Context: an optimization exercise on an open-source flow, tuned for small area and a short achievable clock period. The choices shown serve that exercise and are no tape-out recipe.
Where RTL was checked, it was by simulation tests only, not by an equivalence proof against the original.
The RTL of runs 2 and 3 was laid out without a check of its function.
In runs 2 to 7 the design's own scripts or RTL, not TritonCTS, make the clock network.
The clock input has no modelled driver; a real chip could not lean on it and would need a root buffer or a full tree.
Power and IR drop assume default switching activity.

## flow/config.mk

```make
export PLATFORM = sky130hd
export DESIGN_NAME = synchronous_fifo
export DESIGN_NICKNAME = synchronous_fifo
export VERILOG_FILES = /design/flow/design.v
export SDC_FILE = /design/flow/constraint.sdc
export NUM_CORES = 4
export LEC_CHECK = 0
export CAP_MARGIN = 20
export CORE_MARGIN = 2
export CORE_UTILIZATION = 55
export SETUP_SLACK_MARGIN = 1.5
export SLEW_MARGIN = 20
```

## flow/constraint.sdc

```tcl
create_clock -name core_clock -period 3.0 [get_ports {clk}]
set_input_delay 0.6000 -clock core_clock [delete_from_list [all_inputs] [get_ports {clk}]]
set_output_delay 0.6000 -clock core_clock [all_outputs]
set_load 0.01 [all_outputs]
```

## flow/design.v

```verilog
module synchronous_fifo #(
    parameter DEPTH = 10,
    parameter DATA_WIDTH = 32
) (
    input                           clk,
    input                           rst_n,
    input                           w_en,
    input                           r_en,
    input       [DATA_WIDTH-1:0]    data_in,
    output reg  [DATA_WIDTH-1:0]    data_out,
    output reg                      full,
    output reg                      empty
);
function [4:0] j_up;
    input [4:0] j;
    j_up = {j[3:0], ~j[4]};
endfunction
function [4:0] j_down;
    input [4:0] j;
    j_down = {~j[0], j[4:1]};
endfunction
function j_is;
    input [4:0] j;
    input integer k;
    case (k)
        0: j_is = ~j[4] & ~j[0];
        1: j_is =  j[0] & ~j[1];
        2: j_is =  j[1] & ~j[2];
        3: j_is =  j[2] & ~j[3];
        4: j_is =  j[3] & ~j[4];
        5: j_is =  j[4] &  j[0];
        6: j_is = ~j[0] &  j[1];
        7: j_is = ~j[1] &  j[2];
        8: j_is = ~j[2] &  j[3];
        default: j_is = ~j[3] & j[4];
    endcase
endfunction
reg [4:0] occ;
reg [DEPTH-1:0] r_sel;
reg [DEPTH-1:0] w_ok, w_nok;
wire wr  = w_en & ~full;
wire rd  = r_en & ~empty;
wire inc = wr & ~rd;
wire dec = rd & ~wr;
wire [DEPTH-1:0] w_sel  = full ? r_sel : w_ok;
wire [DEPTH-1:0] w_next = wr ? {w_sel[DEPTH-2:0], w_sel[DEPTH-1]} : w_sel;
reg full_next;
always @(*) begin
    if (inc)      full_next = j_is(occ, 9);
    else if (dec) full_next = 1'b0;
    else          full_next = full;
end
always @(posedge clk) begin
    if (!rst_n) begin
        w_ok  <= {{(DEPTH-1){1'b0}}, 1'b1};
        w_nok <= {{(DEPTH-1){1'b1}}, 1'b0};
        r_sel <= {{(DEPTH-1){1'b0}}, 1'b1};
        occ   <= 5'd0;
        full  <= 1'b0;
        empty <= 1'b1;
    end else begin
        w_ok  <= full_next ? {DEPTH{1'b0}} : w_next;
        w_nok <= full_next ? {DEPTH{1'b1}} : ~w_next;
        full  <= full_next;
        if (rd) r_sel <= {r_sel[DEPTH-2:0], r_sel[DEPTH-1]};
        if (inc) begin
            occ   <= j_up(occ);
            empty <= 1'b0;
        end else if (dec) begin
            occ   <= j_down(occ);
            empty <= j_is(occ, 1);
        end
    end
end
genvar g;
wire [DATA_WIDTH-1:0] slot [0:DEPTH-1];
generate
    for (g = 0; g < DEPTH; g = g + 1) begin : row
        reg  [DATA_WIDTH-1:0] word;
        wire load = w_en & w_ok[g];
        wire keep = ~w_en | w_nok[g];
        always @(posedge clk)
            word <= (data_in & {DATA_WIDTH{load}}) | (word & {DATA_WIDTH{keep}});
        assign slot[g] = word;
    end
endgenerate
integer i;
reg [DATA_WIDTH-1:0] rdata;
always @(*) begin
    rdata = {DATA_WIDTH{1'b0}};
    for (i = 0; i < DEPTH; i = i + 1)
        rdata = rdata | ({DATA_WIDTH{r_sel[i]}} & slot[i]);
end
always @(posedge clk) begin
    if (!rst_n)
        data_out <= {DATA_WIDTH{1'b0}};
    else if (rd)
        data_out <= rdata;
end
endmodule
```

## flow/flow/run.sh

```bash
#!/bin/bash
bash standard.sh BUFFER_PORTS_ARGS="-buffer_cell sky130_fd_sc_hd__buf_1" \
  CTS_ARGS="-sink_clustering_enable -repair_clock_nets -sink_clustering_size 30 -sink_clustering_max_diameter 100 -buf_list sky130_fd_sc_hd__clkbuf_16 -dont_use_dummy_load" \
  POST_CTS_TCL="$(pwd)/flow/post_cts.tcl" \
  > standard_run.log 2>&1
```

## flow/flow/post_cts.tcl

```tcl
source [file join [file dirname [info script]] unroot.tcl]
unroot_clock_tree
estimate_parasitics -placement
```

## flow/flow/unroot.tcl

```tcl
proc unroot_clock_tree {} {
  set block [ord::get_db_block]
  set clk_net [$block findNet clk]
  set root ""
  set nin 0
  foreach it [$clk_net getITerms] {
    if {[$it isInputSignal]} { set root [$it getInst]; incr nin }
  }
  if {$nin != 1} { puts "unroot: clock port feeds $nin pins, left as is"; return }
  set root_out ""
  foreach it [$root getITerms] {
    if {[$it isOutputSignal]} { set root_out [$it getNet] }
  }
  set loads {}
  foreach it [$root_out getITerms] {
    if {[$it isInputSignal]} {
      if {![string match "sky130_fd_sc_hd__clkbuf_*" [[[$it getInst] getMaster] getName]]} {
        puts "unroot: root buffer drives a non-buffer, left as is"; return
      }
      lappend loads $it
    }
  }
  if {[llength $loads] > 4} { puts "unroot: root drives [llength $loads] pins, left as is"; return }
  foreach it $loads {
    $it disconnect
    $it connect $clk_net
  }
  foreach it [$root getITerms] { if {[$it getNet] != "NULL"} { $it disconnect } }
  odb::dbInst_destroy $root
  odb::dbNet_destroy $root_out
  puts "unroot: clock port now feeds [llength $loads] clock buffers"
}
```

## flow/standard.sh

```bash
#!/bin/bash
# synth_recipe.tcl (not shown) runs the flow's synth.tcl, then flattens the netlist and writes it again
# the make line also repeats each setting of config.mk as NAME=value (left out here)
make -C /OpenROAD-flow-scripts/flow DESIGN_CONFIG=/design/flow/config.mk WORK_HOME=/design/flow/orfs CLKGATE_MAP_FILE= SYNTH_SCRIPT=/design/flow/synth_recipe.tcl "${@:-finish}"
```

==> results of run 1 <==
-- report_power, final --
group	total [mW]	leakage [nW]	switching (mW)	internal, mW
registers	8.21	3.26	1.10	7.11
logic	2.62	2.57	0.923	1.70
clock network	2.45	0.185	1.54	0.917
total	13.3	6.02	3.56	9.72
-- registers in the layout, summed over array words and instances (netlist names) --
signal,flops
w_nok,10
data_out,32
w_ok,10
row.word,320
full,1
empty,1
occ,5
r_sel,10
-- worst register-to-register path: stages, from the launching register on --
cell and delay [ns]:
dfxtp_2 0.35, nand2b_4 0.16, inv_2 0.08, ha_1 0.32
o21ai_1 0.17, o31a_1 0.32
-- per-layer routing --
metal / track usage (%) / part of all wire (%)
met5: 0 / 0
met1: 46.7 / 45
met3: 3.69 / 8.5
met4: 8.17 / 1.8
met2: 49.8 / 45
-- how the worst min path moves through the flow --
| stage | startpoint | end | slack, ns | depth (start not counted) |
|---|---|---|---|---|
| floorplan | row[4].word[31]$_DFF_P_ | row[4].word[31]$_DFF_P_ | 0.45 | 1 |
| global placement | row[7].word[1]$_DFF_P_ | row[7].word[1]$_DFF_P_ | 0.46 | 1 |
| detailed placement | row[9].word[1]$_DFF_P_ | row[9].word[1]$_DFF_P_ | 0.46 | 1 |
| global route | row[3].word[3]$_DFF_P_ | row[3].word[3]$_DFF_P_ | 0.50 | 1 |
| finish | row[1].word[30]$_DFF_P_ | row[1].word[30]$_DFF_P_ | 0.49 | 1 |
-- cell usage in the layout (no fill, tap or decap), drive strengths merged, types with 9 or more instances in the layout --
cell	synthesis	final
a211oi	33	33
a221oi	32	32
nand2	22	22
a31oi	32	32
and2	11	11
nor2b	13	13
o311a	9	9
clkbuf	38	16
o21ai	33	33
dfxtp	389	389
buf	128	131
a22o	384	384
o311ai	9	9
nand2b	21	22
a21oi	10	10
a222oi	32	32
-- per-stage QoR --
stage | power [mW] | cells | utilization [%]
floorplan | 10.1 | 1224 | -
global placement | 10.6 | 1495 | 56.9
finish | 13.3 | 1539 | 61.2
global route | 13.9 | 1539 | 61.2
detailed placement | 10.7 | 1495 | 56.9
-- area by class of cell --
| type | instances | share of cell area, % |
|---|---|---|
| Timing Repair Buffer | 132 | 7.44 |
| Multi-Input combinational cell | 669 | 36.3 |
| Clock buffer | 15 | 2.43 |
| Sequential cell | 389 | 51.0 |
| Tap cell | 330 | 2.68 |
| Inverter | 4 | 0.0974 |
-- kinds of logic (layout without fill, tap and decap cells) --
| group | Yosys count | after routing | share of synthesized area [%] |
|---|---|---|---|
| DFF | 389 | 389 | 55.3 |
| muxes | 6 | 6 | 0.453 |
| AOI/OAI and AO/OA | 577 | 580 | 34.4 |
| and+or+nand+nor | 80 | 81 | 3.35 |
| adders and majority gates | 2 | 2 | 0.178 |
| buffers and inverters | 170 | 151 | 6.37 |
==> run summary, run 1 <==
The run finished with no timing, DRC or antenna violations. Yosys attributes the largest share of cell area to dfxtp_1, a22o_1, a222oi_1. The count of buffers added on input and output ports is 69. The count of yosys warnings during synthesis came out at 1. The run gives 1.50 ns as the slack of the worst reg-to-reg path.

The critical path goes through nand2b_4 > inv_2 > ha_1 > o21ai_1 > o31a_1. In this run the critical register-to-register path is captured at w_nok[0]$_SDFF_PN0_. After synthesis the netlist holds a flip-flop and latch count of 389. The worst register-to-register path begins at empty$_SDFFE_PN1P_. The mean instance size in the synthesized netlist came out at 11.5 um2. The most critical setup path has its startpoint at empty$_SDFFE_PN1P_. Counting the fill cells in the layout gives 2067.

For the global-route wire length before repair, the log shows 64.7 mm. The initial antenna violation count is 0, and the reported max-cap violation count is 0. Summed over its instances, the top area cell type makes up 55.3% of the synthesized netlist area. The vias per cell was 7.01. Of all cell types, the one taking the most synthesized area is dfxtp_1.

Counting every net in the synthesized netlist gives 1262. Minimum setup slack in the final design: 1.50 ns. The run gives 1358 as the DRC violation total after the first TritonRoute iteration. The cell area after placement was 14300 um2; the share of post-route cells with drive strength above 1 was 16.9%. For the first-pass detailed-route iteration total, the log shows 6.

The placement row count was 58. Setup repair after global routing could not meet its margin everywhere. Among all stages on the critical path, the largest delay is contributed by dfxtp_2. The cell family contributing the most delay on the critical path is compound AO/OA/AOI/OAI gates.

The arrival time at the worst endpoint came out at 1.77 ns. The cell area that synthesis handed to floorplanning was 14100 um2. Yosys instantiated no cell more often than dfxtp_1. The buffers plus inverters on the worst setup path was 1. The critical path crosses 5 cells after its start point.

The post-route fraction of the period consumed by the critical path was 50.1%; the antenna diode count was 0. Most instantiated flip-flop cell in the synthesis netlist: dfxtp_1. Routability-driven placement finished with a final weighted congestion of 0.744. Prior to clock tree synthesis, the placed netlist has a worst setup slack of 0.737 ns. The remaining number of nets flagged by the antenna check after routing is 0, and the number of hold-slack violations in the final timing report is 0.

After layout, the minimum clock period comes to 1.50 ns. For this run, design rule violations remaining after detail routing come to 0. The run gives 43 as the maximum number of pins on one net before global-route repair. The logs give 15400 um2 for the final design instance area without fill and 3.27 ns for the data required time of the critical path. The type of element capturing the critical path was a register.

The number of synthesized flops with an enable pin was 0; the cell count after synthesis was 1224. STA classifies the critical path startpoint as a register. The initial utilization of the core area, before any placement, comes to 56.0%.

The count of vias placed by the detailed router is 10786. The power density over the cells was 862 nW/um2; the upper clock frequency limit was 665 MHz. By startpoint and endpoint, the worst setup path is classified as reg2reg. Clock-pin slew was measured on the worst setup and hold paths at 0.11 ns. The stage delay of the slowest cell on the critical path is 0.35 ns. The maximum fanout encountered on the critical timing path was 5; the number of primary I/O pins was 70.

The floorplan step defined a die boundary enclosing 26900 um2. IR analysis of the VDD net gives a maximum drop of 0.000559 V. The slew at the pin closest to its max-slew limit was 0.643 ns. Relative to the synthesized area, the layout overhead comes to 9.41%.

The clock drives 389 sinks. Post-synthesis async set-or-reset flop share: 0%. For the final database, setup skew stands at 0.0227 ns. The post-layout net count was 1249.

After detailed routing, the average wire length per cell comes to 28.7 um. Leakage power summed over all cells: 6.02 nW. Sequential cells were found to cover 55.3% of the synthesized design area. The later-pin clock latency in the skew report was 0.39 ns; the number of cells on the worst reg-to-reg path was 5.

Setup violations remaining at the end of the flow were counted as 0. The total overflow reported by the global router was 0; the number of max-slew violations in the final report was 0. The run gives 25200 um2 as the placeable core region.

The kind of path behind the tightest hold check is reg2reg. Hold timing on the final database bottoms out at a slack of 0.492 ns. Vertical extent of the die: 164 um.

The tools report the multi-input combinational cell area as 5600 um2. Detailed placement finished with a half-perimeter wire length of 23.0 mm. For this block, the routed nets add up to 44.2 mm of wire.

The most critical setup path has its endpoint at w_nok[0]$_SDFF_PN0_. The run gives 0 ns as the final setup TNS. The sequential cells in the finished layout cover a total of 7870 um2. The number of global-route vias before repair was 10147; the die width was 164 um.

After synthesis, the most frequently instantiated cells are dfxtp_1, a22o_1, buf_2. For the all-layer global routing usage, the log shows 31.8%. The synthesized netlist contains 39 unique library cells. Headroom to the max-slew limit came out at 57.1%.
==> run 2, diff against run 1 <==
--- a/flow/design.v
+++ b/flow/design.v
@@ -77,10 +77,8 @@
 generate
     for (g = 0; g < DEPTH; g = g + 1) begin : row
         reg  [DATA_WIDTH-1:0] word;
-        wire load = w_en & w_ok[g];
-        wire keep = ~w_en | w_nok[g];
         always @(posedge clk)
-            word <= (data_in & {DATA_WIDTH{load}}) | (word & {DATA_WIDTH{keep}});
+            word <= (data_in & {DATA_WIDTH{w_ok[g]}}) | (word & {DATA_WIDTH{w_nok[g]}});
         assign slot[g] = word;
     end
 endgenerate
==> flow/flow/run.sh (replaced) <==
#!/bin/bash
# The standard layout, with buf_1 cells as port buffers and the clock
# tree rebuilt after CTS as two balanced levels of clkbuf_16 (see
# post_cts.tcl); ORFS's own logs stay in orfs/logs.
bash standard.sh BUFFER_PORTS_ARGS="-buffer_cell sky130_fd_sc_hd__buf_1" \
  CTS_ARGS="-sink_clustering_enable -repair_clock_nets -sink_clustering_size 20 -sink_clustering_max_diameter 70 -buf_list sky130_fd_sc_hd__clkbuf_16 -dont_use_dummy_load" \
  POST_CTS_TCL="$(pwd)/flow/post_cts.tcl" \
  > standard_run.log 2>&1
==> flow/flow/clock_tree.tcl (new file) <==

proc ct_split {items axis n} {
  # items: list of {x y payload}; split into n groups (power of 2)
  if {$n <= 1} { return [list $items] }
  set idx [expr {$axis == "x" ? 0 : 1}]
  set sorted [lsort -real -index $idx $items]
  set half [expr {[llength $sorted] / 2}]
  set a [lrange $sorted 0 [expr {$half - 1}]]
  set b [lrange $sorted $half end]
  set next [expr {$axis == "x" ? "y" : "x"}]
  set h [expr {$n / 2}]
  return [concat [ct_split $a $next $h] [ct_split $b $next $h]]
}

proc ct_centroid {items} {
  set sx 0.0; set sy 0.0
  foreach it $items { set sx [expr {$sx + [lindex $it 0]}]; set sy [expr {$sy + [lindex $it 1]}] }
  set n [llength $items]
  return [list [expr {$sx / $n}] [expr {$sy / $n}]]
}

proc ct_place {inst xy} {
  set m [$inst getMaster]
  set x [expr {int([lindex $xy 0] - [$m getWidth] / 2)}]
  set y [expr {int([lindex $xy 1] - [$m getHeight] / 2)}]
  $inst setLocation $x $y
  $inst setPlacementStatus PLACED
}

proc rebuild_clock_tree {n1 nleaf_per} {
  set block [ord::get_db_block]
  set master [[ord::get_db] findMaster sky130_fd_sc_hd__clkbuf_16]
  set clk_net [$block findNet clk]
  # collect register clock pins by walking the existing tree
  set sinks {}
  set bufs {}
  set nets {}
  set todo [list $clk_net]
  while {[llength $todo]} {
    set net [lindex $todo 0]; set todo [lrange $todo 1 end]
    foreach it [$net getITerms] {
      if {![$it isInputSignal]} { continue }
      set inst [$it getInst]
      set mname [[$inst getMaster] getName]
      if {[string match "sky130_fd_sc_hd__clkbuf_*" $mname] || [string match "sky130_fd_sc_hd__clkinv*" $mname] || [string match "sky130_fd_sc_hd__buf_*" $mname]} {
        lappend bufs $inst
        foreach jt [$inst getITerms] {
          if {[$jt isOutputSignal]} { lappend todo [$jt getNet]; lappend nets [$jt getNet] }
        }
      } else {
        set bb [$it getBBox]
        set x [expr {([$bb xMin] + [$bb xMax]) / 2.0}]
        set y [expr {([$bb yMin] + [$bb yMax]) / 2.0}]
        lappend sinks [list $x $y $it]
      }
    }
  }
  puts "rebuild: [llength $sinks] sinks, removing [llength $bufs] clock buffers"
  foreach s $sinks { [lindex $s 2] disconnect }
  foreach b $bufs {
    foreach jt [$b getITerms] { if {[$jt getNet] != "NULL"} { $jt disconnect } }
    odb::dbInst_destroy $b
  }
  foreach n $nets { odb::dbNet_destroy $n }
  # build the new tree
  set groups [ct_split $sinks x $n1]
  set gi 0
  foreach g $groups {
    set leaves [ct_split $g [expr {$n1 == 2 || $n1 == 8 ? "y" : "x"}] $nleaf_per]
    set top [odb::dbInst_create $block $master "ctree_top_$gi"]
    set topnet [odb::dbNet_create $block "ctree_net_top_$gi"]
    $topnet setSigType CLOCK
    [$top findITerm A] connect $clk_net
    [$top findITerm X] connect $topnet
    set lcs {}
    set li 0
    foreach l $leaves {
      set leaf [odb::dbInst_create $block $master "ctree_leaf_${gi}_$li"]
      set lnet [odb::dbNet_create $block "ctree_net_leaf_${gi}_$li"]
      $lnet setSigType CLOCK
      [$leaf findITerm A] connect $topnet
      [$leaf findITerm X] connect $lnet
      foreach s $l { [lindex $s 2] connect $lnet }
      set c [ct_centroid $l]
      ct_place $leaf $c
      lappend lcs $c
      incr li
    }
    set tc {}
    foreach c $lcs { lappend tc [list [lindex $c 0] [lindex $c 1] x] }
    ct_place $top [ct_centroid $tc]
    incr gi
  }
  puts "rebuild: $n1 first-level buffers, [expr {$n1 * $nleaf_per}] leaf buffers"
}
==> flow/flow/post_cts.tcl (replaced) <==
# Runs at the end of ORFS's CTS step: replace TritonCTS's tree with a
# balanced two-level tree, then legalize the new buffers.
source [file join [file dirname [info script]] clock_tree.tcl]
rebuild_clock_tree 4 4
detailed_placement
check_placement -verbose
estimate_parasitics -placement
report_clock_latency
--- a/flow/config.mk
+++ b/flow/config.mk
@@ -8,5 +8,5 @@
 export CAP_MARGIN = 20
 export CORE_MARGIN = 2
 export CORE_UTILIZATION = 55
-export SETUP_SLACK_MARGIN = 1.5
+export SETUP_SLACK_MARGIN = 1.6
 export SLEW_MARGIN = 20
removed: flow/flow/unroot.tcl
==> run 2 against run 1 <==
Against the previous run: highest routed layer unchanged; cell count decreased by 0.78%; clock power increased by 12%; synthesized cell count decreased by 1.2%; fmax decreased by 11%; power decreased by 11%; largest cell class unchanged; critical path type unchanged; design area increased by 1.5%; sequential share of layout area decreased by 0.50 points.
==> run summary, run 2 <==
The run finished with no timing, DRC or antenna violations. Number of primary I/O pins: 70. The detail route stage leaves a number of antenna-violating nets equal to 0. The switching power share of the total was 26.0%. The tools report the beginning of the worst hold path as row[9].word[18]$_DFF_P_. The share of post-route cells with drive strength above 1 is 21.8%. Leaving out fill and tap cells, the most frequent cell in the layout is a22o_1. After synthesis, the largest area contributor takes up 55.7% of total cell area. The post-route fraction of the period consumed by the critical path was 56.2%; the count of vias placed by the detailed router was 10827. The register with the most flip-flops in the layout has 320 of them. Once detailed placement completed, the half-perimeter wirelength came to 23.0 mm.

The run gives 26700 um2 as the floorplan die area. The maximum fanout encountered on the critical timing path works out to 5. DRC violation total after the first TritonRoute iteration: 1236. The post-place setup slack is 0.904 ns, and the reported max-cap violation count is 0. For the wire length after detailed routing, the log shows 45.0 mm.

The later-pin clock latency in the skew report came out at 0.32 ns. The number of synthesized flops with an enable pin works out to 0. The worst hold path belongs to the class reg2reg. The wire length per cell is 29.5 um. In this run the power spent charging and discharging nets is 3.07 mW. The setup path with the least slack is of type reg2reg.

The tools report the type of element capturing the critical path as a register. Dividing the detail-routed via count by the number of cells gives 7.09. Measured along the x axis, the die boundary spans 163 um. After routing, the total negative slack on setup checks comes to 0 ns.

Setup slack closes at 1.31 ns. The most used flip-flop cell after synthesis is dfxtp_1. The final total power came out at 11.8 mW. The post-synthesis async set-or-reset flop share works out to 0%.

For this run, the detailed router's first-pass iteration total came to 8. After clock tree synthesis, the clock-pin slew on the worst setup and hold paths is 0.09 ns. The worst register-to-register path ends at w_nok[8]$_SDFF_PP1_.

The global-route wire length before repair was 66.5 mm; the sequential fraction of design power was 61.9%. The flip-flop and latch count after synthesis was 389. Setup repair after global routing could not meet its margin everywhere. Dividing total power by cell area gives a power density of 753 nW/um2.

The count of input and output buffers is 69. Vertical extent of the die: 163 um. The worst pin sits at a relative slew slack of 27.3%. Count of yosys warnings during synthesis: 1. By count the netlist is led by dfxtp_1, a22o_1, clkbuf_1. The largest voltage drop on the vdd net was 0.000489 V; the final clock skew was 0.00812 ns. The final critical path time including I/O delays and setup works out to 1.69 ns.

In the final layout, the registers with the most flip-flops are row.word x320, data_out x32. The antenna diode count was 0; the mapped cell area was 14000 um2. For the pin with the worst max-slew slack, the measured transition is 1.09 ns.

For this run, the top clock speed supported by timing is 593 MHz. STA classifies the critical path startpoint as a register. The run gives 23.3% as the part of the power in the clock network.

By area the synthesized netlist is led by dfxtp_1, a22o_1, a221oi_2. In the routed design, unresolved DRC markers number 0. For the number of max-slew violations in the final report, the log shows 0.

In this run the critical register-to-register path is launched from full$_SDFF_PN0_. The mean instance size in the synthesized netlist works out to 11.6 um2. Capture endpoint of the worst hold path: row[9].word[18]$_DFF_P_. The tools report the internal cell power as 8.71 mW. The floorplan has 58 rows. The post-synthesis cell type with the largest combined area was dfxtp_1. When the netlist entered floorplanning its net count stood at 1247. The relative area change from synthesis to final layout works out to 11.9%. The core region is 25000 um2.

The most common cell in the synthesized netlist is dfxtp_1. The cell count after synthesis was 1209; the all-layer global routing usage was 33.1%. The number of global-route vias before repair is 10346, and the last weighted congestion value of the routability-driven placer is 0.757.

The share of total power dissipated in combinational logic is 14.8%. Setup violations remaining at the end of the flow were counted as 0. The tools report the slack of the worst reg-to-reg path as 1.31 ns. The top cell types in the final layout, fill and taps aside, are a22o_1, dfxtp_1, dfxtp_2. Clock tree synthesis found a total of 389 sinks.

At the worst endpoint, the required time is 3.26 ns. Entering global routing, the biggest net connects 43 pins. Data arrives at the worst endpoint at 1.95 ns. The initial utilization of the core area, before any placement, comes to 55.8%. The instance count along the most critical hold path is 1. After synthesis, flip-flops and latches occupy 55.7% of the total area. Ranked by flip-flop count, first place goes to row.word. The leakage power summed over all cells was 6.46 nW; the number of cells on the worst reg-to-reg path was 10. The count of different cell masters after synthesis was 33; the post-layout net count was 1237. The run gives 0 as the initial antenna violation count. The number of hold-slack violations in the final timing report came out at 0.

The total overflow reported by the global router came out at 0.
run 2: cell count changes in the layout (fill, tap and decap cells not counted), moves of 15 or more:
cell      delta
dfxtp_2     +17
a221oi_1    -21
a211oi_2    +20
a211oi_1    -22
nand2_1     +15
a221oi_2    +21
dfxtp_1     -21
run 2: stage by stage:
stage	cells	utilization, %	hold slack [ns]	area (um2)
after floorplan	1209	-	0.439	14000
after global placement	1478	56.6	0.452	14200
after detailed placement	1478	56.6	0.454	14200
after global routing	1527	62.5	0.492	15600
final	1527	62.5	0.478	15600
run 2: kinds of logic after synthesis:
kind of cell             after synthesis  share of synthesized area [%]
multiplexers                          15                           1.10
AO/OA/AOI/OAI                        569                           34.9
flip-flops                           389                           55.7
AND/OR/NAND/NOR                       68                           2.35
buffers and inverters                166                           5.72
adder cells (fa/ha/maj)                2                          0.179
run 2: critical path: stages, from the launching register on:
cell      delay, ns
dfxtp_2        0.34
buf_8          0.12
buf_6          0.12
inv_4          0.06
nand2_4        0.06
inv_4          0.06
ha_4           0.17
nand3b_1       0.25
buf_4          0.24
o211a_4        0.16
nand2_1        0.06
run 2: worst max path at each step:
stage	to	slack, ns	start	depth (start not counted)
floorplan	w_ok[8]$_SDFF_PP0_	1.08	r_en	9
global placement	data_out[14]$_SDFFE_PN0P_	0.98	r_en	6
detailed placement	data_out[1]$_SDFFE_PN0P_	0.90	r_en	6
global route	w_nok[8]$_SDFF_PP1_	1.24	full$_SDFF_PN0_	10
finish	w_nok[8]$_SDFF_PP1_	1.31	full$_SDFF_PN0_	10
run 2: power groups by stage:
stage	sequential, mW	combinational [mW]	clock [mW]
global route	7.41	1.90	2.95
global placement	7.32	1.48	0
detailed placement	7.31	1.54	0
finish	7.29	1.75	2.75
floorplan	7.05	1.34	0
run 2: final cells by class:
| cell class | count | area (um2) |
|---|---|---|
| Timing Repair Buffer | 127 | 1110 |
| Fill cell | 1986 | 9390 |
| Sequential cell | 389 | 7910 |
| Tap cell | 330 | 413 |
| Inverter | 4 | 25.0 |
| Multi-Input combinational cell | 657 | 5690 |
| Buffer | 20 | 500 |
run 2: layer usage:
metal | track usage [%] | vias to the layer above | wire length, um
met5 | 0 | - | 0
met4 | 8.49 | 0 | 1080
met3 | 3.43 | 73 | 3830
met2 | 51.6 | 565 | 20200
met1 | 49.1 | 5478 | 19900
li1 | - | 4711 | -
==> run 3, diff against run 2 <==
--- a/flow/design.v
+++ b/flow/design.v
@@ -42,14 +42,14 @@
 wire rd  = r_en & ~empty;
 wire inc = wr & ~rd;
 wire dec = rd & ~wr;
-wire [DEPTH-1:0] w_sel  = full ? r_sel : w_ok;
-wire [DEPTH-1:0] w_next = wr ? {w_sel[DEPTH-2:0], w_sel[DEPTH-1]} : w_sel;
-reg full_next;
-always @(*) begin
-    if (inc)      full_next = j_is(occ, 9);
-    else if (dec) full_next = 1'b0;
-    else          full_next = full;
-end
+wire [DEPTH-1:0] w_rot = {w_ok[DEPTH-2:0], w_ok[DEPTH-1]};
+wire             w_last = j_is(occ, 9) & ~rd;
+wire [DEPTH-1:0] w_ok_next  = full ? ({DEPTH{r_en}} & r_sel)
+                            : w_en ? (w_rot & {DEPTH{~w_last}})
+                            : w_ok;
+wire [DEPTH-1:0] w_nok_next = full ? ~({DEPTH{r_en}} & r_sel)
+                            : w_en ? ~(w_rot & {DEPTH{~w_last}})
+                            : w_nok;
 always @(posedge clk) begin
     if (!rst_n) begin
         w_ok  <= {{(DEPTH-1){1'b0}}, 1'b1};
@@ -59,17 +59,13 @@
         full  <= 1'b0;
         empty <= 1'b1;
     end else begin
-        w_ok  <= full_next ? {DEPTH{1'b0}} : w_next;
-        w_nok <= full_next ? {DEPTH{1'b1}} : ~w_next;
-        full  <= full_next;
+        w_ok  <= w_ok_next;
+        w_nok <= w_nok_next;
+        full  <= full  ? ~r_en : (w_en & w_last);
+        empty <= empty ? ~w_en : (r_en & j_is(occ, 1) & ~wr);
         if (rd) r_sel <= {r_sel[DEPTH-2:0], r_sel[DEPTH-1]};
-        if (inc) begin
-            occ   <= j_up(occ);
-            empty <= 1'b0;
-        end else if (dec) begin
-            occ   <= j_down(occ);
-            empty <= j_is(occ, 1);
-        end
+        if (inc)      occ <= j_up(occ);
+        else if (dec) occ <= j_down(occ);
     end
 end
 genvar g;
==> run 3 against run 2 <==
Against the previous run: synthesized cell count increased by 1.2%; fmax increased by 4.6%; via count increased by 3.5%; still clean; power up 7.1%; critical path type unchanged; clock skew increased by 0.014 ns.
==> run summary, run 3 <==
The routing usage on met3 was 6.39%; the share of post-route cells with drive strength above 1 was 23.2%. Setup repair after global routing could not meet its margin everywhere. The tools report the multi-input combinational cell area as 5790 um2. After detailed routing, the number of remaining DRC violations is 0. Most used routing layer: met2. Initial antenna violation count: 0. The critical path in this run is classified as reg2reg.

The number of flip-flops in the largest register was 320; the global-route track usage on met2 was 54.4%. dfxtp_1 is the most common cell in the netlist. In this run the power density over the cells is 772 nW/um2. Timing would allow up to 621 MHz. The slew at the pin closest to its max-slew limit is 0.961 ns. The routed design has 47.9 mm of wire.

Most instantiated flip-flop cell in the synthesis netlist: dfxtp_1. Last weighted congestion value of the routability-driven placer: 0.747. The count of input and output buffers is 69.

The largest registers in the layout are row.word x320, data_out x32. The final design instance area without fill is 16300 um2. The slack of the worst reg-to-reg path came out at 1.39 ns. The arrival time at the worst endpoint was 1.82 ns. CTS saw 389 sinks. The number of nets handed over by synthesis was 1260. In this run the static leakage power is 6.66 nW.

The final critical path takes up 53.7% of the cycle. Leaving out fill and tap cells, the most frequent cell in the layout is a22o_1. The tools report the count of different cell masters after synthesis as 35.

Post-synthesis cell type with the largest combined area: dfxtp_1. The total overflow reported by the global router was 0; the number of global-route vias before repair was 10768. For the minimum setup slack in the final design, the log shows 1.39 ns. The final clock skew is 0.0218 ns, and the mean instance size in the synthesized netlist is 11.3 um2. The vertical extent of the die was 162 um; the met1 track utilization from global routing was 49.7%. The DRC violation total after the first TritonRoute iteration came out at 1504. The path with the worst hold slack has its endpoint at row[1].word[15]$_DFF_P_. The beginning of the worst hold path is row[1].word[15]$_DFF_P_. In the synthesized netlist, the number of instances is 1223. The final critical path time including I/O delays and setup came out at 1.61 ns.

The sequential cells in the finished layout cover a total of 7910 um2. The count of yosys warnings during synthesis came out at 1. The flow ran to the end and the layout has no timing, DRC or antenna violations. The floorplan die area came out at 26400 um2. The top cell types in the final layout, fill and taps aside, are a22o_1, dfxtp_1, buf_6.

The tools report the origin of the critical flop-to-flop path as empty$_SDFF_PN1_. Relative area change from synthesis to final layout: 18.4%. For this configuration, the core starts out at a cell density of 56.5%. In this run, synthesis produced a sequential element count of 389. The number of endpoints failing setup at the final stage is 0, and the total half-perimeter wirelength after legalization and detailed placement is 21.8 mm. Launching element type of the critical path: a register.

The top cell type's share of synthesized area is 56.4%. The pre-antenna-repair detailed-routing pass consisted of 5 iterations. The tools report the count of vias placed by the detailed router as 11201. The slowest cell on the critical path was dfxtp_2.

The maximum fanout encountered on the critical timing path works out to 4. The wire length per cell works out to 30.8 um. STA puts the critical path data required time at 3.21 ns. The tools report the worst flop-to-flop path endpoint as occ[1]$_SDFFE_PN0P_. The floorplan step defined a core boundary enclosing 24500 um2. Summing every instance area after synthesis gives 13800 um2. Global-route wire length before repair: 70.1 mm. Measured against its own limit, the worst slew margin works out to 36.0%.

The tools report the type of element capturing the critical path as a register. The post-synthesis async set-or-reset flop share was 0%. The register clock-pin slew on the reported worst setup and hold paths is 0.10 ns, and the stage delay of the slowest cell on the critical path is 0.34 ns. The count of nets left with antenna violations once routing finished came out at 0.

The signal on the critical path passes through and2b_4 > buf_12 > inv_12 > ha_4 > mux2_4 > mux2i_1 > nor2_1. The number of cells on the worst reg-to-reg path was 7; the final setup TNS was 0 ns. The all-layer global routing usage came out at 35.4%. Final total power: 12.6 mW.

The path class of the tightest hold or removal check is reg2reg. Counting the fill cells in the layout gives 1875. After synthesis, the cell types taking the most area are dfxtp_1, a22o_1, clkbuf_1. The instance count along the most critical hold path is 1, and the number of max-slew violations in the final report is 0. 70 I/O pins were placed.

Ranked by instance count, the synthesized netlist is headed by dfxtp_1, a22o_1, clkbuf_1. The later-pin clock latency in the skew report came out at 0.33 ns. 0 antenna diodes ended up in the layout. The post-layout net count was 1269; the number of synthesized flops with an enable pin was 0. For the placement row count, the log shows 57.

The die width was 162 um. IR analysis of the VDD net gives a maximum drop of 0.000547 V. The reported max-cap violation count is 0.

More flip-flops sit in one register than any other, and that register is row.word. Of the synthesized area, sequential elements account for 56.4%. Entering global routing, the biggest net connects 45 pins. The post-place setup slack was 0.738 ns.

The number of hold-slack violations in the final timing report came out at 0. The cell area after placement was 14200 um2. After detailed routing, the number of vias per cell comes to 7.21.
==> run 3: cell count changes in the layout (fill, tap and decap cells not counted), moves of 9 or more <==
cell | before | now
a2111o_1 | 0 | 9
a211oi_4 | 3 | 12
a221oi_1 | 3 | 31
a221oi_2 | 29 | 1
buf_12 | 4 | 14
dfxtp_2 | 49 | 34
nand2_1 | 36 | 17
nor3_1 | 2 | 11
o21ai_0 | 18 | 8
o21ai_1 | 23 | 10
o21ai_2 | 1 | 23
==> run 3: layer usage <==
layer | wire, um | up-vias
met5 | 0 | -
met2 | 21100 | 608
met1 | 20600 | 5687
met4 | 1570 | 0
li1 | - | 4800
met3 | 4660 | 106
==> run 3: where the power goes <==
group | switching (mW) | internal [mW] | total (mW)
clock network | 1.54 | 1.21 | 2.75
registers | 1.02 | 6.61 | 7.63
logic | 0.966 | 1.26 | 2.23
==> run 3: logic make-up after synthesis <==
family / after synthesis / share of synthesized area (%)
compound gates: 578 / 34.8
fa+ha+maj: 1 / 0.0906
buf+inv: 176 / 5.13
flops: 389 / 56.4
mux: 16 / 1.19
simple gates: 63 / 2.37
==> run 3: area by class of cell <==
type / instances / share of cell area (%)
buffer: 20 / 3.06
inverter: 2 / 0.122
multi-input combinational: 659 / 35.4
sequential: 389 / 48.4
tap: 324 / 2.48
timing repair buffer: 155 / 10.0
timing repair inverter: 5 / 0.497
==> run 3: worst max path at each step <==
stage	from	to	slack, ns	cells past startpoint
floorplan	r_en	occ[1]$_SDFFE_PN0P_	1.20	8
global placement	r_en	occ[1]$_SDFFE_PN0P_	0.79	7
detailed placement	r_en	occ[1]$_SDFFE_PN0P_	0.74	7
finish	empty$_SDFF_PN1_	occ[1]$_SDFFE_PN0P_	1.39	7
global route	empty$_SDFF_PN1_	occ[1]$_SDFFE_PN0P_	1.35	7
==> run 3: worst max-delay path: cells and delay by family, from the launching register on <==
kind          cells  cell delay [ns]
fa+ha+maj         1             0.17
simple gates      2             0.36
buf+inv           2             0.17
mux               2             0.45
flops             1             0.34
==> run 3: stage by stage <==
| stage | hold WS, ns | instances | utilization, % |
|---|---|---|---|
| finish | 0.479 | 1554 | 66.8 |
| global route | 0.488 | 1554 | 66.8 |
| detailed placement | 0.453 | 1475 | 57.9 |
| global placement | 0.451 | 1475 | 57.9 |
| floorplan | 0.439 | 1223 | - |
==> run 4, diff against run 3 <==
--- a/flow/design.v
+++ b/flow/design.v
@@ -38,16 +38,17 @@
 reg [4:0] occ;
 reg [DEPTH-1:0] r_sel;
 reg [DEPTH-1:0] w_ok, w_nok;
-wire wr  = w_en & ~full;
-wire rd  = r_en & ~empty;
+reg nfull, nempty;
+wire wr  = w_en & nfull;
+wire rd  = r_en & nempty;
 wire inc = wr & ~rd;
 wire dec = rd & ~wr;
 wire [DEPTH-1:0] w_rot = {w_ok[DEPTH-2:0], w_ok[DEPTH-1]};
 wire             w_last = j_is(occ, 9) & ~rd;
-wire [DEPTH-1:0] w_ok_next  = full ? ({DEPTH{r_en}} & r_sel)
+wire [DEPTH-1:0] w_ok_next  = ~nfull ? ({DEPTH{r_en}} & r_sel)
                             : w_en ? (w_rot & {DEPTH{~w_last}})
                             : w_ok;
-wire [DEPTH-1:0] w_nok_next = full ? ~({DEPTH{r_en}} & r_sel)
+wire [DEPTH-1:0] w_nok_next = ~nfull ? ~({DEPTH{r_en}} & r_sel)
                             : w_en ? ~(w_rot & {DEPTH{~w_last}})
                             : w_nok;
 always @(posedge clk) begin
@@ -58,11 +59,15 @@
         occ   <= 5'd0;
         full  <= 1'b0;
         empty <= 1'b1;
+        nfull  <= 1'b1;
+        nempty <= 1'b0;
     end else begin
         w_ok  <= w_ok_next;
         w_nok <= w_nok_next;
-        full  <= full  ? ~r_en : (w_en & w_last);
-        empty <= empty ? ~w_en : (r_en & j_is(occ, 1) & ~wr);
+        full   <= ~nfull  ? ~r_en : (w_en & w_last);
+        nfull  <= ~nfull  ? r_en : ~(w_en & w_last);
+        empty  <= ~nempty ? ~w_en : (r_en & j_is(occ, 1) & ~wr);
+        nempty <= ~nempty ? w_en : ~(r_en & j_is(occ, 1) & ~wr);
         if (rd) r_sel <= {r_sel[DEPTH-2:0], r_sel[DEPTH-1]};
         if (inc)      occ <= j_up(occ);
         else if (dec) occ <= j_down(occ);
--- a/flow/config.mk
+++ b/flow/config.mk
@@ -7,6 +7,6 @@
 export LEC_CHECK = 0
 export CAP_MARGIN = 20
 export CORE_MARGIN = 2
-export CORE_UTILIZATION = 55
+export CORE_UTILIZATION = 48
 export SETUP_SLACK_MARGIN = 1.6
 export SLEW_MARGIN = 20
==> run 4 against run 3 <==
Against the previous run: synthesized cell count is 0.57% higher; die area is 14% higher; sequential power is 4.8% lower; cell count is 2.6% higher; sequential cell count is 2 higher; clock power hardly changed; register-to-register slack better by 0.04 ns; critical path type is now in2reg.
==> run summary, run 4 <==
The leakage power summed over all cells was 6.35 nW; the total half-perimeter wirelength after legalization and detailed placement was 24.1 mm. In the final routed layout, each cell accounts on average for 28.7 um. The worst-case IR drop observed on VDD is 0.000503 V. The initial antenna violation count is 1. For the worst-skew pair, the clock arrives at the later sink with an insertion delay of 0.33 ns. The capture endpoint of the worst hold path was row[9].word[14]$_DFF_P_. The kind of path behind the tightest hold check is reg2reg. The final setup TNS is 0 ns, and the top cell type's share of synthesized area is 56.7%. STA classifies the critical path startpoint as a primary input. Counting flops with an async set or reset pin after synthesis yields a share of 0%. The worst flop-to-flop path endpoint was w_nok[6]$_SDFFE_PN1P_. The number of flip-flops in the largest register was 320; the wire length after detailed routing was 45.7 mm. Timing would allow up to 630 MHz. Compared with the post-synthesis result, the final layout area differs by 12.9%. The core region is 28500 um2. With fillers left out, the area of the finished cells amounts to 15600 um2. The type of element capturing the critical path was a register. The die width is 174 um, and the vertical extent of the die is 174 um. For the post-synthesis net count, the log shows 1267.

After detailed routing, the number of vias per cell comes to 6.90. The run gives 1 as the count of yosys warnings during synthesis. Leaving out fill and tap cells, the most frequent cell in the layout is a22o_1.

The slew at the pin closest to its max-slew limit was 1.15 ns. Once placement completed, the tool counted placed cells totaling 1539. For this run, the share of the core covered by cells in the final layout is 54.6%. Of all nets on the critical path, the largest fanout is 4. By area the synthesized netlist is led by dfxtp_1, a22o_1, clkbuf_1.

The top cell types in the final layout, fill and taps aside, are a22o_1, dfxtp_1, buf_6. In this run the power density over the cells is 751 nW/um2. Number of synthesized flops with an enable pin: 0. Summed over all instances, the cell type with the most area after synthesis is dfxtp_1. The tool flagged a number of max-cap violations equal to 0. By instance count, the leading cell after synthesis is dfxtp_1. Flip-flop and latch count after synthesis: 391. The register clock-pin slew on the reported worst setup and hold paths came out at 0.10 ns. The mapped netlist covers 13800 um2. The number of cells on the worst reg-to-reg path is 7. After global routing the overflow that remains totals 0.

The floorplan die area is 30200 um2. The tools report the final clock skew as 0.0135 ns. After the first detailed-routing iteration, the DRC count stood at 1394.

In the final layout, the registers with the most flip-flops are row.word x320, data_out x32. The net count of the finished layout is 1249. After floorplanning, the core was divided into 62 placement rows.

At the worst endpoint, the arrival time is 1.80 ns. The logs give 391 for the total clock sinks and 0 for the number of hold-slack violations in the final timing report. The synthesized netlist contains 33 unique library cells.

Cell area after placement: 14200 um2. By count the netlist is led by dfxtp_1, a22o_1, clkbuf_1. The minimum setup slack in the final design was 1.41 ns; the all-layer global routing usage was 29.3%.

The tools report the number of max-slew violations in the final report as 0. The worst setup path is of the in2reg kind. In this run the tightest slew margin relative to its limit is 23.2%. The last weighted congestion value of the routability-driven placer was 0.743. The post-place setup slack was 0.726 ns. Setup repair after global routing could not meet its margin everywhere.

The design draws 11.7 mW. The tools report the number of standard cells in the final layout excluding fillers as 1595. Mean instance size in the synthesized netlist: 11.2 um2.

The logs give 70 for the number of primary I/O pins and 0 for the remaining number of nets flagged by the antenna check after routing. In this run the critical register-to-register path is launched from nempty$_SDFF_PN0_. The routed design could run at a clock period as short as 1.59 ns. The first global-routing pass estimated 67.9 mm of wire.

Most instantiated flip-flop cell in the synthesis netlist: dfxtp_1. The run gives 6 as the first-pass detailed-route iteration total. The slack of the worst reg-to-reg path is 1.43 ns. The critical path starts at r_en. In the final layout, the share of cells above drive strength 1 is 18.4%.

The count of input and output buffers is 69, and the number of remaining DRC errors is 0. The cell count after synthesis came out at 1230. For this configuration, the core starts out at a cell density of 48.4%. The post-route fraction of the period consumed by the critical path is 52.9%. Setup violations remaining at the end of the flow were counted as 0. Of the synthesized area, sequential elements account for 56.7%.

Count of vias placed by the detailed router: 11011. The register with the most flip-flops in the final layout is row.word. STA puts the critical path data required time at 3.22 ns. For the number of global-route vias before repair, the log shows 10531.

Beginning of the worst hold path: row[9].word[14]$_DFF_P_. On the final layout, the worst hold slack is 0.477 ns. The flow ran to the end and the layout has no timing, DRC or antenna violations.

The maximum number of pins on one net before global-route repair was 36; the instance count along the most critical hold path was 1.
## run 4: worst max-delay path: stages
cell,delay (ns)
buf_8,0.09
and2_4,0.18
buf_6,0.10
buf_6,0.12
buf_12,0.11
buf_8,0.12
o211ai_1,0.12
a221o_1,0.36
## run 4: report_power, final
group          internal, mW  switching, mW  total (mW)
Clock                  1.21           1.56        2.77
Combinational         0.989          0.686        1.68
Sequential             6.36          0.903        7.26
Total                  8.56           3.15        11.7
## run 4: layer usage
| metal | vias up | routed length, um | GRT usage [%] |
|---|---|---|---|
| met4 | 0 | 1430 | 8.58 |
| met5 | - | 0 | 0 |
| met1 | 5573 | 20300 | 42.6 |
| met2 | 554 | 20200 | 45.4 |
| met3 | 99 | 3800 | 4.43 |
| li1 | 4785 | - | - |
## run 4: logic make-up after synthesis
family / after synthesis / synth area share [%]
mux: 6 / 0.462
fa+ha+maj: 1 / 0.0906
flops: 391 / 56.7
buf+inv: 182 / 5.38
simple gates: 44 / 1.49
compound gates: 606 / 35.9
## run 4: cell type report
| class | instances | area, um2 |
|---|---|---|
| well taps | 384 | 480 |
| repair inverters | 1 | 7.51 |
| plain buffers | 20 | 500 |
| multi-input cells | 658 | 5410 |
| diodes | 1 | 2.50 |
| fillers | 2470 | 12900 |
| inverters | 6 | 33.8 |
| flip-flops and latches | 391 | 7950 |
| repair buffers | 134 | 1210 |
## run 4: how the worst max path moves through the flow
stage / to / slack (ns)
2_1_floorplan: occ[1]$_SDFFE_PN0P_ / 1.20
3_3_place_gp: occ[1]$_SDFFE_PN0P_ / 0.77
3_5_place_dp: data_out[19]$_SDFFE_PN0P_ / 0.73
5_1_grt: w_nok[6]$_SDFFE_PN1P_ / 1.36
6_report: w_nok[6]$_SDFFE_PN1P_ / 1.41
==> run 5, diff against run 4 <==
--- a/flow/config.mk
+++ b/flow/config.mk
@@ -7,6 +7,6 @@
 export LEC_CHECK = 0
 export CAP_MARGIN = 20
 export CORE_MARGIN = 2
-export CORE_UTILIZATION = 48
+export CORE_UTILIZATION = 62
 export SETUP_SLACK_MARGIN = 1.6
 export SLEW_MARGIN = 20
==> run 5 against run 4 <==
Against the previous run: still clean; sequential cell count unchanged; core utilization up 17 points; die area down 22%; critical endpoint is now empty$_SDFF_PN1_; critical path depth down 3; wire length down 3.4%; critical path type unchanged; first-iteration DRC count up 9.5%; fmax up 3.2%; clock power about the same; largest cell class unchanged; global-route usage up 6.6 points; power up 0.41%.
==> run summary, run 5 <==
STA puts the critical path data required time at 3.22 ns. The library cells used most frequently in the layout, excluding fill and tap cells, are a22o_1, dfxtp_1, buf_4. Summing all non-filler instances in the final layout gives an area of 15600 um2. In the final layout, the registers with the most flip-flops are row.word x320, data_out x32. Dividing the synthesized area by the synthesized cell count gives 11.2 um2. The launching element type of the critical path is a primary input. Counting flops and latches in the post-synthesis netlist gives 391.

The count of vias placed by the detailed router was 11211. The die width was 153 um. The finished layout holds 1500 standard cells, fillers aside. The startpoint identified for the worst register-to-register timing path is nempty$_SDFF_PN0_. For the global-route wire length before repair, the log shows 65.9 mm. The largest voltage drop on the vdd net was 0.000646 V.

Setup violations remaining at the end of the flow were counted as 0. At the pin with the least slew margin, the transition time is 1.12 ns. The worst setup path is captured at a register. The placement row count is 54, and the buffers plus inverters on the worst setup path is 3. The die covers 23500 um2. Most flop-heavy register: row.word.

For the wire length after detailed routing, the log shows 44.2 mm. The internal portion of the total power is 8.58 mW. The maximum fanout encountered on the critical timing path is 48. By instance count, the leading cell after synthesis is dfxtp_1.

For the count of yosys warnings during synthesis, the log shows 1. The slowest cell on the critical path was buf_4. Summed over its instances, the top area cell type makes up 56.7% of the synthesized netlist area. After layout, the design draws a total of 11.8 mW. The initial cell density of the core was 63.3%; the power density over the cells was 753 nW/um2. The cell family with the largest share of critical-path delay was buffers and inverters. The mapped cell area was 13800 um2.

Dividing the detail-routed wire length by the instance count gives 29.4 um. The tools report the beginning of the worst hold path as row[6].word[12]$_DFF_P_. When the netlist entered floorplanning its net count stood at 1267.

Kind of path behind the tightest hold check: reg2reg. The final clock skew is 0.0183 ns. After technology mapping, the gate count stands at 1230. The number of antenna diodes in the final layout is 0. The leading cell type in the layout, fill and taps excluded was a22o_1. For the worst flop-to-flop path, the logic depth is 7.

70 I/O pins were placed. Of the total power, the clock network draws 23.4%. The remaining number of nets flagged by the antenna check after routing is 0, and the final critical path time including I/O delays and setup is 1.54 ns. In the routed layout, each cell is associated on average with a via count of 7.47. On the worst path, the slowest cell contributes a delay of 0.55 ns. For the final routed database, the setup TNS stands at 0 ns. Yosys mapped a number of flops with a built-in enable equal to 0.

Summed over all nets, the switching power comes to 3.18 mW. Setup repair after global routing could not meet its margin everywhere. For the reported max-cap violation count, the log shows 0.

Across every metal layer, demand over resource in global routing totals 36.0%. By area the synthesized netlist is led by dfxtp_1, a22o_1, clkbuf_1. After detailed routing, the number of remaining DRC violations is 0.

The total overflow left after global routing is 0. Traced cell by cell, the critical path runs through clkbuf_2 > buf_4 > o21ai_0 > a31oi_1 > inv_1. The number of global-route vias before repair was 10993.

The worst hold path terminates at row[6].word[12]$_DFF_P_. At the placement stage, the worst setup path has a slack of 0.798 ns. The analysis attributes to cell leakage a power of 6.43 nW. In the synthesized netlist the dominant register cell turns out to be dfxtp_1. The post-synthesis cell type with the largest combined area was dfxtp_1. The logs give 21800 um2 for the placeable core region and 391 for the total clock sinks. The logs give 1259 for the post-layout net count and 0 for the number of hold-slack violations in the final timing report. The flow ran to the end and the layout has no timing, DRC or antenna violations. After synthesis, the most frequently instantiated cells are dfxtp_1, a22o_1, clkbuf_1. The share of total power dissipated in sequential elements is 61.4%. The post-route fraction of the period consumed by the critical path is 51.3%. The run gives 25.4% as the relative max-transition margin.

The run gives 56.7% as the sequential-to-total area share from yosys stat. The vertical extent of the die came out at 153 um. Routability-driven placement finished with a final weighted congestion of 0.775. The startpoint-to-endpoint class of the critical path is in2reg. Logic gate share of total power: 15.2%. Worst flop-to-flop path endpoint: w_ok[0]$_SDFFE_PN1P_. The register clock-pin slew on the reported worst setup and hold paths was 0.09 ns.

The initial antenna violation count was 1; the number of flip-flops in the largest register was 320. Before antenna repair, the detailed router went through 8 iterations. For the worst setup path, the data arrival time is 1.76 ns. Setup slack on the worst reg-to-reg path comes out at 1.48 ns.

The placed instance count is 1438. Timing would allow up to 650 MHz. For the maximum number of pins on one net before global-route repair, the log shows 49.

In the synthesized netlist the async set-or-reset flop fraction comes to 0%. The post-route netlist has 20.0% of its cells at a drive strength greater than 1. For the total half-perimeter wirelength after legalization and detailed placement, the log shows 23.1 mm. The instance count along the most critical hold path came out at 1.

After layout, the worst setup slack is 1.46 ns. The number of max-slew violations in the final report was 0. In this run, distinct cell masters in the synthesized netlist total 33. The relative area change from synthesis to final layout is 13.1%. Switching power share of the total: 27.0%.

The DRC violation total after the first TritonRoute iteration was 1527. For the later-pin clock latency in the skew report, the log shows 0.33 ns. In this run the tool buffered the top-level ports with 69 buffer cells.

The cell area after placement came out at 14100 um2.
[run 5: cell families (layout without fill, tap and decap cells)]
family	Yosys count	in the layout	share of synthesized area, %
mux	6	6	0.462
fa+ha+maj	1	1	0.0906
flops	391	391	56.7
simple gates	44	45	1.49
compound gates	606	606	35.9
buf+inv	182	171	5.38
[run 5: final cells by class]
cell class                 count  area [um2]
inverter                       6        35.0
timing repair buffer         144        1270
fill                        1585        6200
timing repair inverter         1        11.3
sequential                   391        7940
tap                          280         350
multi-input combinational    658        5520
buffer                        20         500
[run 5: through the flow]
| step | hold slack (ns) | utilization, % |
|---|---|---|
| 6_report | 0.480 | 71.6 |
| 2_1_floorplan | 0.439 | - |
| 3_5_place_dp | 0.453 | 64.5 |
| 5_1_grt | 0.490 | 71.6 |
| 3_3_place_gp | 0.452 | 64.5 |
[run 5: worst max-delay path by stage]
stage / from / end / slack, ns / cells past startpoint
global placement: r_en / occ[1]$_SDFFE_PN0P_ / 0.86 / 7
finish: rst_n / empty$_SDFF_PN1_ / 1.46 / 5
detailed placement: r_en / w_nok[8]$_SDFFE_PN1P_ / 0.80 / 5
floorplan: r_en / occ[1]$_SDFFE_PN0P_ / 1.20 / 8
global route: nempty$_SDFF_PN0_ / occ[2]$_SDFFE_PN0P_ / 1.41 / 7
[run 5: metal layers]
metal,vias to the layer above,GRT usage (%),part of all wire [%],routed length [um]
met5,-,0,0,0
met4,0,13.4,3.8,1680
met3,124,5.02,9.6,4250
met2,706,56.4,45,19900
met1,5588,50.8,41,18300
li1,4793,-,-,-
[run 5: power by group through the flow]
stage	combinational [mW]	clock [mW]	sequential (mW)
3_3_place_gp	1.54	0	7.23
2_1_floorplan	1.36	0	6.93
5_1_grt	1.93	2.94	7.32
3_5_place_dp	1.60	0	7.23
6_report	1.78	2.76	7.22
==> run 6, diff against run 5 <==
--- a/flow/config.mk
+++ b/flow/config.mk
@@ -7,6 +7,6 @@
 export LEC_CHECK = 0
 export CAP_MARGIN = 20
 export CORE_MARGIN = 2
-export CORE_UTILIZATION = 62
+export CORE_UTILIZATION = 58
 export SETUP_SLACK_MARGIN = 1.6
 export SLEW_MARGIN = 20
==> run 6 against run 5 <==
Against the previous run: critical path depth rose by 2; sequential cell count did not move; power fell by 0.69%; critical path type unchanged; hold slack got worse by 0.0027 ns; synthesized cell count did not move; sequential share of layout area rose by 1.0 points; still clean; global-route usage fell by 0.95 points; wire length rose by 3.0%; die area rose by 6.7%.
==> run summary, run 6 <==
The flow ran to the end and the layout has no timing, DRC or antenna violations. The later-pin clock latency in the skew report came out at 0.33 ns. Detailed routing inserted a total of 11051 vias.

The die is 158 um tall. The mean instance size in the synthesized netlist works out to 11.2 um2. Across all hold checks on the routed design, the worst slack comes to 0.477 ns. For this design, the sink count on the clock tree is 391. Per report_power, the combinational group accounts for 14.0% of the total. The tools report the sequential-to-total area share from yosys stat as 56.7%.

Internal cell power: 8.54 mW. The largest voltage drop on the vdd net was 0.000554 V. The worst path meets setup with 1.53 ns of slack.

For the final database, setup skew stands at 0.00918 ns. During placement, the flow inserted port buffers numbering 69. The register clock-pin slew on the reported worst setup and hold paths is 0.09 ns, and the reported max-cap violation count is 0.

For the pin with the worst max-slew slack, the measured transition is 1.05 ns. The top cell type's share of synthesized area works out to 56.7%. The setup path with the least slack is of type in2reg. Measured against its own limit, the worst slew margin works out to 30.2%. In the synthesized netlist the async set-or-reset flop fraction comes to 0%. Leaving out fill and tap cells, the most frequent cell in the layout is a22o_1. The part of the power in the clock network was 23.6%.

The mapped cell area came out at 13800 um2. The number of flip-flops in the largest register is 320, and the initial antenna violation count is 0. Entering global routing, the biggest net connects 49 pins. The power density over the cells works out to 761 nW/um2. Of all nets on the critical path, the largest fanout is 7.

For this run, the leading register cell type out of synthesis is dfxtp_1. The number of hold-slack violations in the final timing report was 0. Setup repair after global routing could not meet its margin everywhere. The last weighted congestion value of the routability-driven placer was 0.758; the leakage power summed over all cells was 6.27 nW. The count of yosys warnings during synthesis was 1.

The number of max-slew violations in the final report was 0. Type of element capturing the critical path: a register. The wire length per cell was 29.9 um. Most flop-heavy register: row.word. The run gives 1520 as the number of standard cells in the final layout excluding fillers.

After detailed placement, the design holds a cell count of 1469. Adding up every negative setup slack in the final design gives 0 ns. Die width: 158 um. The number of synthesized flops with an enable pin is 0, and the vias per cell is 7.27.

Net switching is 26.9% of the power. Row generation in the floorplan step produced 56 rows. The remaining number of nets flagged by the antenna check after routing was 0; the wire length after detailed routing was 45.5 mm. The cell count after synthesis came out at 1230. Global routing finished with a remaining overflow of 0. For this run, design rule violations remaining after detail routing come to 0. 0 antenna diodes ended up in the layout.

The floorplan die area came out at 25100 um2. Across every metal layer, demand over resource in global routing totals 35.0%. In the finished design, the share of the clock period the worst path needs comes to 48.9%. Detailed placement ended at an HPWL of 22.0 mm. The library cells used most frequently in the layout, excluding fill and tap cells, are a22o_1, dfxtp_1, buf_4. Kind of path behind the tightest hold check: reg2reg.

The synthesized netlist contains 33 unique library cells. The relative area change from synthesis to final layout is 11.1%, and the flip-flop and latch count after synthesis is 391. The post-synthesis net count was 1267. For this design the top-level I/O count stands at 70.

Summed over all instances, the cell type with the most area after synthesis is dfxtp_1. In this run, the number of DRC markers left after iteration 0 of detailed routing was 1447. OpenSTA, run right after detailed placement, puts the worst setup slack at 0.699 ns.

The upper clock frequency limit was 682 MHz; the arrival time at the worst endpoint was 1.65 ns. The filler cells instantiated in the layout total 1899. Data on the critical path is required at its endpoint by 3.18 ns. The finished cells cover 15400 um2. The number of endpoints failing setup at the final stage is 0, and the number of global-route vias before repair is 10334. The analysis attributes to net switching a power of 3.14 mW. The final critical path time including I/O delays and setup is 1.47 ns.

The initial utilization of the core area, before any placement, comes to 59.0%. In the final layout, the registers with the most flip-flops are row.word x320, data_out x32. The share of post-route cells with drive strength above 1 works out to 17.0%.

For the post-layout net count, the log shows 1240. The cell area after placement was 14100 um2. The share of total power dissipated in sequential elements is 62.4%. The global-route wire length before repair came out at 65.3 mm. The most common cell in the synthesized netlist is dfxtp_1. The first detailed-routing pass took 5 iterations.

The commonest cells after synthesis are dfxtp_1, a22o_1, clkbuf_1. The worst setup path is launched from a primary input. After synthesis, the cell types taking the most area are dfxtp_1, a22o_1, clkbuf_1. The total area inside the core boundary comes to 23400 um2.
==> run 6: changes by cell type in the layout (fill, tap and decap cells not counted), sizes merged <==
cell / before / now
clkbuf: 22 / 23
buf: 142 / 122
==> run 6: logic make-up (layout without fill, tap and decap cells) <==
kind of cell / after synthesis / count (layout) / share of synthesized area [%]
fa+ha+maj: 1 / 1 / 0.0906
flops: 391 / 391 / 56.7
mux: 6 / 6 / 0.462
simple gates: 44 / 45 / 1.49
compound gates: 606 / 606 / 35.9
buf+inv: 182 / 152 / 5.38
==> run 6: through the flow <==
| step | power [mW] | util, % |
|---|---|---|
| after floorplan | 8.28 | - |
| after global placement | 8.78 | 60.1 |
| after detailed placement | 8.82 | 60.1 |
| after global routing | 12.1 | 65.6 |
| final | 11.7 | 65.6 |
==> run 6: cell type report <==
class / instances / area [um2] / area share, %
sequential: 391 / 7960 / 51.8
multi-input combinational: 658 / 5370 / 35.0
timing repair buffer: 125 / 1080 / 7.02
buffer: 20 / 500 / 3.26
tap: 319 / 399 / 2.60
inverter: 6 / 35.0 / 0.228
timing repair inverter: 1 / 8.76 / 0.0570
==> run 6: path summary, 6_finish.rpt <==
path	startpoint	endpoint	slack, ns	cells after the start
worst min register to register	row[5].word[13]$_DFF_P_	row[5].word[13]$_DFF_P_	0.48	1
worst max register to register	nempty$_SDFF_PN0_	occ[3]$_SDFFE_PN0P_	1.56	6
worst max-delay path	r_en	occ[3]$_SDFFE_PN0P_	1.53	7
worst min-delay path	row[5].word[13]$_DFF_P_	row[5].word[13]$_DFF_P_	0.48	1
==> run 6: metal layers <==
layer	vias to the layer above	GRT usage (%)	wire [um]
met4	0	10.1	1360
met2	646	53.3	19900
met1	5531	51.4	19400
li1	4772	-	-
met5	-	0	0
met3	102	6.02	4810
==> run 6: critical path, cell delays in order <==
cell,delay [ns]
buf_8,0.09
and2_4,0.24
inv_12,0.05
ha_4,0.19
mux2_4,0.29
mux2i_1,0.12
nor2_1,0.05
==> run 6: power groups by stage <==
stage	clock network, mW	registers (mW)	logic [mW]
6_report	2.76	7.28	1.64
5_1_grt	2.94	7.38	1.79
3_5_place_dp	0	7.31	1.51
3_3_place_gp	0	7.32	1.45
2_1_floorplan	0	6.93	1.36
==> run 7, diff against run 6 <==
--- a/flow/config.mk
+++ b/flow/config.mk
@@ -7,6 +7,6 @@
 export LEC_CHECK = 0
 export CAP_MARGIN = 20
 export CORE_MARGIN = 2
-export CORE_UTILIZATION = 58
-export SETUP_SLACK_MARGIN = 1.6
+export CORE_UTILIZATION = 55
+export SETUP_SLACK_MARGIN = 1.55
 export SLEW_MARGIN = 20
==> run 7 against run 6 <==
Against the previous run: still clean on timing, DRC and antenna; highest routed layer unchanged; power is essentially flat; critical path depth rose by 1; cell count is 0.66% higher; combinational power about the same; critical endpoint is now empty$_SDFF_PN1_; register-to-register slack worse by 0.06 ns; sequential share of layout area barely moved.
==> run summary, run 7 <==
The wire length after detailed routing is 44.5 mm. Mapped cell area: 13800 um2. Dividing the detail-routed wire length by the instance count gives 29.1 um. Setup violations remaining at the end of the flow were counted as 0. The origin of the critical flop-to-flop path is w_ok[4]$_SDFFE_PN0P_. The number of flip-flops in the largest register was 320; the global-route wire length before repair was 65.7 mm.

For the pin with the worst max-slew slack, the measured transition is 1.14 ns. The count of different cell masters after synthesis was 33. From left edge to right edge, the die measures 162 um. Type of element capturing the critical path: a register. The sequential-to-total area share from yosys stat was 56.7%; the remaining number of nets flagged by the antenna check after routing was 0. The kind of path behind the tightest hold check is reg2reg. The initial antenna violation count was 0. Counting the fill cells in the layout gives 2069. The worst path uses 50.0% of the clock period. VDD sags by at most 0.000603 V.

Entering global routing, the biggest net connects 36 pins. The register clock-pin slew on the reported worst setup and hold paths is 0.09 ns. The synthesized design spends more area on one cell type than any other, namely dfxtp_1.

More flip-flops sit in one register than any other, and that register is row.word. The mean instance size in the synthesized netlist works out to 11.2 um2. Counting buffers and inverters, the worst setup path is 8 cells deep. The number of remaining DRC errors was 0. The run gives 0 as the number of max-slew violations in the final report.

Of all flip-flops after synthesis, the portion carrying an async set or reset was 0%. The number of hold-slack violations in the final timing report is 0, and the floorplan die area is 26400 um2. For the placement row count, the log shows 58.

Vias per cell: 7.08. Leakage power summed over all cells: 6.26 nW. Once detailed placement completed, the half-perimeter wirelength came to 22.7 mm.

The flip-flop and latch count after synthesis came out at 391. The multi-input combinational cells in the finished layout cover a total of 5360 um2. The count of yosys warnings during synthesis was 1; the post-layout net count was 1239. Max-cap violations in this run came to 0. Total overflow reported by the global router: 0. The clock drives 391 sinks. The synthesized design devotes to its leading area cell type 56.7% of total area.

The later-pin clock latency in the skew report was 0.33 ns. The commonest cells after synthesis are dfxtp_1, a22o_1, clkbuf_1. The library cells used most frequently in the layout, excluding fill and tap cells, are a22o_1, dfxtp_1, dfxtp_2. The final critical path time including I/O delays and setup is 1.50 ns. The slowest cell on the critical path was and2_4. The most critical setup path has its startpoint at r_en. The run finished with no timing, DRC or antenna violations. The number of primary I/O pins is 70. Routability-driven placement finished with a final weighted congestion of 0.748. Leaving out fill and tap cells, the most frequent cell in the layout is a22o_1. Global routing used 33.1% of the available tracks across all layers. In this run the power density over the cells is 764 nW/um2. Static timing analysis puts the maximum clock frequency at 667 MHz. Along the worst path, the maximum fanout reaches 7.

The final setup TNS was 0 ns. STA puts the critical path data required time at 3.23 ns. The critical path contains buffers and inverters numbering 6 combined. The tools report the termination of the worst setup path as empty$_SDFF_PN1_.

For the final database, setup skew stands at 0.0193 ns. The tools report the count of vias placed by the detailed router as 10827. The most common cell in the synthesized netlist is dfxtp_1. The most used flip-flop cell after synthesis is dfxtp_1.

The die is 162 um tall. The core region is 24900 um2. The synthesized design contains 0 enable-type register cells. The repair_antennas step left the layout with diodes totalling 0. The initial cell density of the core was 55.5%. Setup repair after global routing could not meet its margin everywhere. For flop-to-flop paths, the worst setup slack is 1.50 ns. The cell count after synthesis is 1230, and the number of cells on the worst reg-to-reg path is 2.

The signal on the critical path passes through buf_8 > and2_4 > buf_6 > buf_12 > buf_4 > clkbuf_16 > a31oi_2 > inv_1. The tools report the arrival time at the worst endpoint as 1.73 ns. Before antenna repair, the detailed router went through 5 iterations. The number of global-route vias before repair is 10258, and the count of input and output buffers is 69. The final-layout worst hold slack is 0.478 ns. The sequential cells in the finished layout cover a total of 7930 um2. STA classifies the critical path startpoint as a primary input. The share of post-route cells with drive strength above 1 is 16.8%, and the relative area change from synthesis to final layout is 10.7%.

In the final layout, the registers with the most flip-flops are row.word x320, data_out x32. The stage delay of the slowest cell on the critical path was 0.21 ns. The tools report the DRC violation total after the first TritonRoute iteration as 1349.

The endpoint identified for the worst register-to-register timing path is row[4].word[22]$_DFF_P_. Headroom to the max-slew limit came out at 24.0%. Yosys attributes the largest share of cell area to dfxtp_1, a22o_1, clkbuf_1. The startpoint-to-endpoint class of the critical path was in2reg.

Cell family with the largest share of critical-path delay: buffers and inverters. The number of nets handed over by synthesis was 1267.
run 7: cell counts after synthesis:
Identical to the previous run, type by type.
run 7: routing by layer:
metal / GRT usage [%] / routed length (um) / vias to the layer above
li1: - / - / 4759
met1: 47.6 / 19500 / 5494
met2: 51.9 / 20100 / 508
met3: 5.04 / 3960 / 66
met4: 9.69 / 1030 / 0
met5: 0 / 0 / -
run 7: worst min-delay path by stage:
stage | from | end | slack [ns] | depth (start not counted)
2_1_floorplan | row[4].word[31]$_DFF_P_ | row[4].word[31]$_DFF_P_ | 0.44 | 1
5_1_grt | row[7].word[21]$_DFF_P_ | row[7].word[21]$_DFF_P_ | 0.49 | 1
3_5_place_dp | row[9].word[11]$_DFF_P_ | row[9].word[11]$_DFF_P_ | 0.45 | 1
6_report | row[6].word[18]$_DFF_P_ | row[6].word[18]$_DFF_P_ | 0.48 | 1
3_3_place_gp | row[8].word[12]$_DFF_P_ | row[8].word[12]$_DFF_P_ | 0.45 | 1
run 7: cell families after synthesis:
kind of cell               share of synthesized area (%)
DFF                                                 56.7
and+or+nand+nor                                     1.49
adders and majority gates                         0.0906
buffers and inverters                               5.38
AOI/OAI and AO/OA                                   35.9
muxes                                              0.462
run 7: final cells by class:
| type | count | share of cell area, % |
|---|---|---|
| well taps | 330 | 2.70 |
| plain buffers | 20 | 3.27 |
| repair buffers | 124 | 6.89 |
| multi-input cells | 658 | 35.0 |
| inverters | 6 | 0.229 |
| flip-flops and latches | 391 | 51.8 |
| repair inverters | 1 | 0.0573 |
run 7: where the power goes:
group | switching, mW | internal, mW | total, mW
Sequential | 0.914 | 6.37 | 7.28
Combinational | 0.662 | 0.976 | 1.64
Clock | 1.56 | 1.21 | 2.77
run 7: per-stage QoR:
step	utilization (%)	area [um2]	std cells	setup slack, ns	power (mW)
after floorplan	-	13900	1230	1.20	8.28
final	61.5	15300	1530	1.50	11.7
after global placement	56.6	14100	1480	0.733	8.78
after global routing	61.5	15300	1530	1.45	12.1
after detailed placement	56.6	14100	1480	0.718	8.82

==> separate check: timing with driven ports <==
How much do the figures lean on ideal ports? The routed layouts below were timed once more, with nothing changed but the port constraints. Step 1 sets driving cells, clkbuf_16 on the clock port and buf_2 on the other inputs (assumed; they add their load-dependent delay and slew). Step 2, shift: input delay + t, output delay - t, t = (earliest + latest rising clock arrival at the registers) / 2. This alone moves slack from input paths to output paths. a / b / c = no drivers / after step 1 / after step 2; a / b = the first two.
| run | t, ns | slack for setup (ns) |
|---|---|---|
| run 1 | 0.444 | 1.497 / 1.465 / 1.120 |
| run 2 | 0.422 | 1.315 / 1.281 / 0.999 |
| run 3 | 0.423 | 1.389 / 1.369 / 1.079 |
| run 4 | 0.425 | 1.414 / 1.431 / 1.035 |
| run 5 | 0.425 | 1.462 / 1.484 / 1.116 |
| run 6 | 0.426 | 1.534 / 1.479 / 1.158 |
| run 7 | 0.426 | 1.501 / 1.480 / 1.131 |
After both steps setup and hold are still met in every run listed.
